What follows belongs to an exercise in optimizing a design on an open flow for small area; a production flow would make more cautious choices. At most, simulation tests tie the RTL to the original design; equivalence was not proved. The clock port is modelled as an ideal driver, which makes a skipped or thinned clock tree look cheaper than it is; a real chip needs a root buffer or a tree. No activity file was given, so power comes from the tool's default toggle rates.

==> module bcd_digit, before the edit <==
module bcd_digit(
    input clk, reset,
    input e,                 
    output [3:0] d,
    output nine
);
    reg [3:0] q;
    assign d = q ^ 4'b1001;
    wire a = e & d[0];
    assign nine = d[3] & d[0];    
    always @(posedge clk or posedge reset)
        if (reset) q <= 4'b0000;
        else begin
            q[0] <= q[0] ^ e;
            q[1] <= q[1] ^ (a & ~d[3]);
            q[2] <= q[2] ^ (a & d[1]);
            q[3] <= a ? ~(~d[3] & d[1] & d[2]) : q[3];
        end
endmodule
==> module bcd, before the edit <==
module bcd(
    input wire clk,
    input wire reset,
    input wire button,
    output wire [15:0] d,
    output wire down
);
    reg [3:0] tq;
    wire [3:0] t = tq ^ 4'b1100;
    assign down = t[3] & t[2];
    wire tick_1;
    counter tick_gen(.clk(clk), .rst(reset), .freeze(tick_1 & ~down & button),
                     .tick_1(tick_1));
    wire n0, n1, n2;
    wire all9 = n0 & n1 & n2 & t[3] & t[0];
    wire inc = tick_1 & (down | (~button & ~all9));
    wire e1 = inc & n0;
    wire e2 = e1 & n1;
    wire e3 = e2 & n2;
    bcd_digit u0(.clk(clk), .reset(reset), .e(inc), .d(d[3:0]),  .nine(n0));
    bcd_digit u1(.clk(clk), .reset(reset), .e(e1),  .d(d[7:4]),  .nine(n1));
    bcd_digit u2(.clk(clk), .reset(reset), .e(e2),  .d(d[11:8]), .nine(n2));
    assign d[15:12] = t;
    always @(posedge clk or posedge reset)
        if (reset) tq <= 4'b0000;
        else if (e3) tq <= (t + 4'd1) ^ 4'b1100;
endmodule
==> module top_bcd, before the edit <==
module top_bcd(
    input clk, rst, button,
    output [6:0] seg,
    output [3:0] an
);
    wire [15:0] d;
    wire down;
    bcd BC1(.clk(clk), .reset(rst), .button(button), .d(d), .down(down));
    reg [7:0] r;
    reg [1:0] scan;
    wire z = ~(r[1] | r[2] | r[3] | r[5] | r[6]);
    wire fb = r[7] ^ (r[0] | r[4] | z);
    wire wrap = r[7] & ~r[0] & ~r[4] & z;    
    always @(posedge clk or posedge rst)
        if (rst) begin
            r <= 8'd0;
            scan <= 2'd0;
        end else begin
            r <= {r[6:0], fb};
            scan[0] <= scan[0] ^ wrap;
            scan[1] <= scan[1] ^ (wrap & scan[0]);
        end
    assign an[0] = ~(~scan[1] & ~scan[0]);
    assign an[1] = ~(~scan[1] &  scan[0]);
    assign an[2] = ~( scan[1] & ~scan[0]);
    assign an[3] = ~( scan[1] &  scan[0]);
    wire [3:0] v = (d[3:0] | {4{an[0]}}) & (d[7:4] | {4{an[1]}})
                 & (d[11:8] | {4{an[2]}}) & (d[15:12] | {4{an[3]}});
    wire [3:0] x;
    assign x[0] = v[0] ^ down;
    assign x[1] = v[1] ^ (down & v[3] & v[2]);
    assign x[2] = down ? (v[2] ^ v[1]) & ~v[3] : v[2];
    assign x[3] = down ? ~(v[3] | v[2] | v[1]) : v[3];
    reg [6:0] s;
    always @(*)
        case (x)
            4'd1: s = 7'b1111001;
            4'd2: s = 7'b0100100;
            4'd3: s = 7'b0110000;
            4'd4: s = 7'b0011001;
            4'd5: s = 7'b0010010;
            4'd6: s = 7'b0000010;
            4'd7: s = 7'b1111000;
            4'd8: s = 7'b0000000;
            4'd9: s = 7'b0010000;
            4'd0: s = 7'b1000000;
            default: s = 7'bx;
        endcase
    assign seg = s;
endmodule
export LEC_CHECK = 0
export CAP_MARGIN = 20
export CORE_MARGIN = 2
export CORE_UTILIZATION = 40
export SLEW_MARGIN = 20
create_clock -name core_clock -period 100.0 [get_ports {clk}]
standard.sh (not shown) runs the stock make flow with config.mk's settings and CLKGATE_MAP_FILE= SYNTH_SCRIPT=/design/flow/synth_recipe.tcl, a recipe that flattens the netlist after the stock synthesis.
==> flow/flow/run.sh <==
#!/bin/bash
# Own layout flow: the standard ORFS flow (standard.sh) with these changes
#  - ABC maps the logic with each of a few area-oriented scripts
#    (flow/abc_scripts.txt) and the smallest result is kept (flow/abc_pick.tcl); the
#    rest of the synthesis, and so every register, is the standard flow's own
#  - input and output ports are buffered with buf_1
#  - the clock tree is a few clock buffers fed straight from the clock port,
#    each driving a cluster of registers (flow/kbuf.tcl, flow/pre_cts.tcl)
# settings come from flow/settings.sh. Each tool's output goes to standard.log
# in this folder; ORFS's own per-step logs are under orfs/logs.
set -uo pipefail
W=$PWD
F=$W/flow
export MY_FLOW_DIR=$F
MY_CLK_OPTIONS="clkbuf_8:2 clkbuf_8:3 clkbuf_8:4"
MY_CLK_SLEW=0.110
EXTRA=()
[ -f $F/settings.sh ] && source $F/settings.sh
export MY_CLK_OPTIONS MY_CLK_SLEW
{
  echo "source $F/abc_pick.tcl"
  cat $W/synth_recipe.tcl
} > $W/my_synth.tcl
bash $W/standard.sh SYNTH_SCRIPT=$W/my_synth.tcl \
  "BUFFER_PORTS_ARGS=-buffer_cell sky130_fd_sc_hd__buf_1" \
  PRE_CTS_TCL=$F/pre_cts.tcl "${EXTRA[@]}" finish > $W/standard.log 2>&1
Other scripts of this flow, unchanged in this note and not shown: flow/flow/abc_pick.tcl, flow/flow/abc_scripts.txt, flow/flow/kbuf.tcl, flow/flow/pre_cts.tcl, flow/flow/settings.sh
Next try:
--- a/flow/design.v
+++ b/flow/design.v
@@ -13,22 +13,20 @@
 endmodule
 module bcd_digit(
     input clk, reset,
     input e,                 
-    output [3:0] d,
+    output reg [3:0] d,
     output nine
 );
-    reg [3:0] q;
-    assign d = q ^ 4'b1001;
     wire a = e & d[0];
     assign nine = d[3] & d[0];    
     always @(posedge clk or posedge reset)
-        if (reset) q <= 4'b0000;
+        if (reset) d <= 4'd9;
         else begin
-            q[0] <= q[0] ^ e;
-            q[1] <= q[1] ^ (a & ~d[3]);
-            q[2] <= q[2] ^ (a & d[1]);
-            q[3] <= a ? ~(~d[3] & d[1] & d[2]) : q[3];
+            d[0] <= d[0] ^ e;
+            d[1] <= d[1] ^ (a & ~d[3]);
+            d[2] <= d[2] ^ (a & d[1]);
+            d[3] <= a ? (~d[3] & d[1] & d[2]) : d[3];
         end
 endmodule
 module bcd(
     input wire clk,
@@ -36,11 +34,10 @@
     input wire button,
     output wire [15:0] d,
     output wire down
 );
-    reg [3:0] tq;
-    wire [3:0] t = tq ^ 4'b1100;
-    assign down = t[3] & t[2];
+    reg [3:0] t;
+    assign down = t[3] & (t[2] | t[1]);
     wire tick_1;
     counter tick_gen(.clk(clk), .rst(reset), .freeze(tick_1 & ~down & button),
                      .tick_1(tick_1));
     wire n0, n1, n2;
@@ -52,11 +49,14 @@
     bcd_digit u0(.clk(clk), .reset(reset), .e(inc), .d(d[3:0]),  .nine(n0));
     bcd_digit u1(.clk(clk), .reset(reset), .e(e1),  .d(d[7:4]),  .nine(n1));
     bcd_digit u2(.clk(clk), .reset(reset), .e(e2),  .d(d[11:8]), .nine(n2));
     assign d[15:12] = t;
+    wire t1 = t[0] & ~(t[3] & t[2]);
+    wire t2 = t[0] & (t[1] | t[3]);
+    wire t3 = t2 & t[2];
     always @(posedge clk or posedge reset)
-        if (reset) tq <= 4'b0000;
-        else if (e3) tq <= (t + 4'd1) ^ 4'b1100;
+        if (reset) t <= 4'b1010;
+        else t <= t ^ ({t3, t2, t1, 1'b1} & {4{e3}});
 endmodule
 module top_bcd(
     input clk, rst, button,
     output [6:0] seg,
@@ -84,26 +84,17 @@
     assign an[2] = ~( scan[1] & ~scan[0]);
     assign an[3] = ~( scan[1] &  scan[0]);
     wire [3:0] v = (d[3:0] | {4{an[0]}}) & (d[7:4] | {4{an[1]}})
                  & (d[11:8] | {4{an[2]}}) & (d[15:12] | {4{an[3]}});
-    wire [3:0] x;
+    wire [2:0] x;
     assign x[0] = v[0] ^ down;
-    assign x[1] = v[1] ^ (down & v[3] & v[2]);
+    assign x[1] = v[1];
     assign x[2] = down ? (v[2] ^ v[1]) & ~v[3] : v[2];
-    assign x[3] = down ? ~(v[3] | v[2] | v[1]) : v[3];
-    reg [6:0] s;
-    always @(*)
-        case (x)
-            4'd1: s = 7'b1111001;
-            4'd2: s = 7'b0100100;
-            4'd3: s = 7'b0110000;
-            4'd4: s = 7'b0011001;
-            4'd5: s = 7'b0010010;
-            4'd6: s = 7'b0000010;
-            4'd7: s = 7'b1111000;
-            4'd8: s = 7'b0000000;
-            4'd9: s = 7'b0010000;
-            4'd0: s = 7'b1000000;
-            default: s = 7'bx;
-        endcase
-    assign seg = s;
+    wire n32 = down ? (v[3] | (v[2] & v[1])) : ~(v[3] | v[2]);
+    assign seg[0] = ~x[1] & ((x[2] & ~x[0]) | (n32 & x[0]));            
+    assign seg[1] = x[2] & (x[1] ^ x[0]);                                  
+    assign seg[2] = ~x[2] & x[1] & ~x[0];                                  
+    assign seg[3] = (x[2] & ~(x[1] ^ x[0])) | (n32 & ~x[1] & x[0]);       
+    assign seg[4] = x[0] | (x[2] & ~x[1]);                                 
+    assign seg[5] = (x[1] & x[0]) | (n32 & (x[1] | x[0]));                
+    assign seg[6] = (n32 & ~x[1]) | (x[2] & x[1] & x[0]);                 
 endmodule
The changed run went through all stages and came out clean.
Setup slack is better by 190 ps.
Final area falls by 2.5%.
Fmax rises by 0.83%.
Area after synthesis falls by 2.7%.
Clock power rises by about 1%.
Total power rises by 63%.
Sequential power rises by 32%.
Critical path depth falls by 1.
Flip-flop and latch count is unchanged.
Utilization falls by 0.80 points.
For the first run of this note, only the layout was checked, not whether the RTL still works. In every run of this note, the design's own scripts or RTL, not TritonCTS, make the clock network.

---

## v34
The RTL this note starts from:
==> flow/design.v <==
module counter(
    input clk, rst,
    input freeze,
    output tick_1
);
    reg [6:0] s;
    assign tick_1 = ~s[6] & s[5] & s[4] & s[3] & s[2] & s[1] & s[0];
    wire jump = s[6] & ~s[5] & s[3] & ~s[2] & ~s[1] & s[0];
    wire fb = (~(s[6] ^ s[3]) ^ jump) | freeze;
    always @(posedge clk or posedge rst)
        if (rst) s <= 7'b0010011;
        else     s <= {s[5:0], fb};
endmodule
module bcd_digit(
    input clk, reset,
    input e,                 
    output reg [3:0] d,
    output nine
);
    wire a = e & d[0];
    assign nine = d[3] & d[0];    
    always @(posedge clk or posedge reset)
        if (reset) d <= 4'd9;
        else begin
            d[0] <= d[0] ^ e;
            d[1] <= d[1] ^ (a & ~d[3]);
            d[2] <= d[2] ^ (a & d[1]);
            d[3] <= a ? (~d[3] & d[1] & d[2]) : d[3];
        end
endmodule
module bcd(
    input wire clk,
    input wire reset,
    input wire button,
    output wire [15:0] d,
    output wire down
);
    reg [3:0] t;
    assign down = t[3] & t[2];
    wire tick_1;
    counter tick_gen(.clk(clk), .rst(reset), .freeze(tick_1 & ~down & button),
                     .tick_1(tick_1));
    wire n0, n1, n2;
    wire all9 = n0 & n1 & n2 & t[3] & t[0];
    wire inc = tick_1 & (down | (~button & ~all9));
    wire e1 = inc & n0;
    wire e2 = e1 & n1;
    wire e3 = e2 & n2;
    bcd_digit u0(.clk(clk), .reset(reset), .e(inc), .d(d[3:0]),  .nine(n0));
    bcd_digit u1(.clk(clk), .reset(reset), .e(e1),  .d(d[7:4]),  .nine(n1));
    bcd_digit u2(.clk(clk), .reset(reset), .e(e2),  .d(d[11:8]), .nine(n2));
    assign d[15:12] = t;
    always @(posedge clk or posedge reset)
        if (reset) t <= 4'b1100;
        else if (e3) t <= t + 4'd1;
endmodule
module top_bcd(
    input clk, rst, button,
    output [6:0] seg,
    output [3:0] an
);
    wire [15:0] d;
    wire down;
    bcd BC1(.clk(clk), .reset(rst), .button(button), .d(d), .down(down));
    reg [7:0] r;
    reg [1:0] scan;
    wire z = ~(r[1] | r[2] | r[3] | r[5] | r[6]);
    wire fb = r[7] ^ (r[0] | r[4] | z);
    wire wrap = r[7] & ~r[0] & ~r[4] & z;    
    always @(posedge clk or posedge rst)
        if (rst) begin
            r <= 8'd0;
            scan <= 2'd0;
        end else begin
            r <= {r[6:0], fb};
            scan[0] <= scan[0] ^ wrap;
            scan[1] <= scan[1] ^ (wrap & scan[0]);
        end
    assign an[0] = ~(~scan[1] & ~scan[0]);
    assign an[1] = ~(~scan[1] &  scan[0]);
    assign an[2] = ~( scan[1] & ~scan[0]);
    assign an[3] = ~( scan[1] &  scan[0]);
    wire [3:0] v = (d[3:0] | {4{an[0]}}) & (d[7:4] | {4{an[1]}})
                 & (d[11:8] | {4{an[2]}}) & (d[15:12] | {4{an[3]}});
    wire [3:0] x;
    assign x[0] = v[0] ^ down;
    assign x[1] = v[1] ^ (down & v[3] & v[2]);
    assign x[2] = down ? (v[2] ^ v[1]) & ~v[3] : v[2];
    assign x[3] = down ? ~(v[3] | v[2] | v[1]) : v[3];
    reg [6:0] s;
    always @(*)
        case (x)
            4'd1: s = 7'b1111001;
            4'd2: s = 7'b0100100;
            4'd3: s = 7'b0110000;
            4'd4: s = 7'b0011001;
            4'd5: s = 7'b0010010;
            4'd6: s = 7'b0000010;
            4'd7: s = 7'b1111000;
            4'd8: s = 7'b0000000;
            4'd9: s = 7'b0010000;
            4'd0: s = 7'b1000000;
            default: s = 7'bx;
        endcase
    assign seg = s;
endmodule
clock: 100.0 ns
lec_check: 0
cap_margin: 20
core_margin: 2
core_utilization: 40
slew_margin: 20
==> flow/flow/run.sh <==
#!/bin/bash
# Own layout flow: the standard ORFS flow (standard.sh) with these changes
#  - ABC maps the logic with each of a few area-oriented scripts
#    (flow/abc_scripts.txt) and the smallest result is kept (flow/abc_pick.tcl); the
#    rest of the synthesis, and so every register, is the standard flow's own
#  - input and output ports are buffered with buf_1
#  - the clock tree is a few clock buffers fed straight from the clock port,
#    each driving a cluster of registers (flow/kbuf.tcl, flow/pre_cts.tcl)
# settings come from flow/settings.sh. Each tool's output goes to standard.log
# in this folder; ORFS's own per-step logs are under orfs/logs.
set -uo pipefail
W=$PWD
F=$W/flow
export MY_FLOW_DIR=$F
MY_CLKBUF=sky130_fd_sc_hd__clkbuf_8
MY_NCLKBUF=3
EXTRA=()
[ -f $F/settings.sh ] && source $F/settings.sh
export MY_CLKBUF MY_NCLKBUF
{
  echo "source $F/abc_pick.tcl"
  cat $W/synth_recipe.tcl
} > $W/my_synth.tcl
bash $W/standard.sh SYNTH_SCRIPT=$W/my_synth.tcl \
  "BUFFER_PORTS_ARGS=-buffer_cell sky130_fd_sc_hd__buf_1" \
  PRE_CTS_TCL=$F/pre_cts.tcl "${EXTRA[@]}" finish > $W/standard.log 2>&1
Other scripts of this flow, unchanged in this note and not shown: flow/flow/abc_pick.tcl, flow/flow/abc_scripts.txt, flow/flow/kbuf.tcl, flow/flow/pre_cts.tcl, flow/flow/settings.sh
v34 ran to completion and came out clean on the timing, DRC and antenna checks.
Input-level comparison between v33 and v34:
--- a/flow/design.v
+++ b/flow/design.v
@@ -37,5 +37,5 @@
 );
     reg [3:0] t;
-    assign down = t[3] & t[2];
+    assign down = t[3] & (t[2] | t[1]);
     wire tick_1;
     counter tick_gen(.clk(clk), .rst(reset), .freeze(tick_1 & ~down & button),
@@ -51,7 +51,8 @@
     bcd_digit u2(.clk(clk), .reset(reset), .e(e2),  .d(d[11:8]), .nine(n2));
     assign d[15:12] = t;
+    wire k9 = t[3] & t[2] & t[0];
     always @(posedge clk or posedge reset)
-        if (reset) t <= 4'b1100;
-        else if (e3) t <= t + 4'd1;
+        if (reset) t <= 4'b1010;
+        else if (e3) t <= k9 ? 4'd0 : t + 4'd1;
 endmodule
 module top_bcd(
@@ -85,5 +86,5 @@
     wire [3:0] x;
     assign x[0] = v[0] ^ down;
-    assign x[1] = v[1] ^ (down & v[3] & v[2]);
+    assign x[1] = v[1];
     assign x[2] = down ? (v[2] ^ v[1]) & ~v[3] : v[2];
     assign x[3] = down ? ~(v[3] | v[2] | v[1]) : v[3];
## What came out
Going from v34 to v33, routed wire length went up by 1.8%; sequential fraction of total cell area shows a reduction of 0.39 points; worst-skew pair later-pin latency saw little to no change; simple-gate share of the synthesized area picked up an extra 1.4 points; cell-internal power saw an increase.
| longest individual stage delay on the worst path | v33 vs v34 | ≈ equal |
No run of this note takes its clock network from TritonCTS; it comes from the design's own scripts or RTL.

==> re-timing with driven ports <==
How much do the figures lean on ideal ports? The routed layouts below were timed once more, with nothing changed but the port constraints.
Step 1 (the two cells are an assumption about what drives the block):
set clk [get_ports {clk}]
set_driving_cell -lib_cell sky130_fd_sc_hd__clkbuf_16 $clk
set_driving_cell -lib_cell sky130_fd_sc_hd__buf_2 [delete_from_list [all_inputs] $clk]
Step 2 also shifts input and output timing later by t, the mid clock arrival at the registers, as if the neighbouring blocks saw the same clock.
Slacks: ideal / step 1 / step 2; pairs: ideal / step 1.
run	t (ns)	setup WS [ns]	worst setup path at the end	clock arrival spread, ns	worst slew at a driven data input, ns
the first run of note 1	0.182	77.481 / 77.449 / 77.631	register to output	0.006 / 0.006	0.03
the second run of note 1	0.183	77.666 / 77.635 / 77.818	register to output	0.004 / 0.004	0.03
v34	0.188	77.535 / 77.500 / 77.688	register to output	0.038 / 0.037	0.03
v33	0.188	77.502 / 77.468 / 77.656	register to output	0.016 / 0.017	0.03
After both steps every run listed still meets setup and hold.
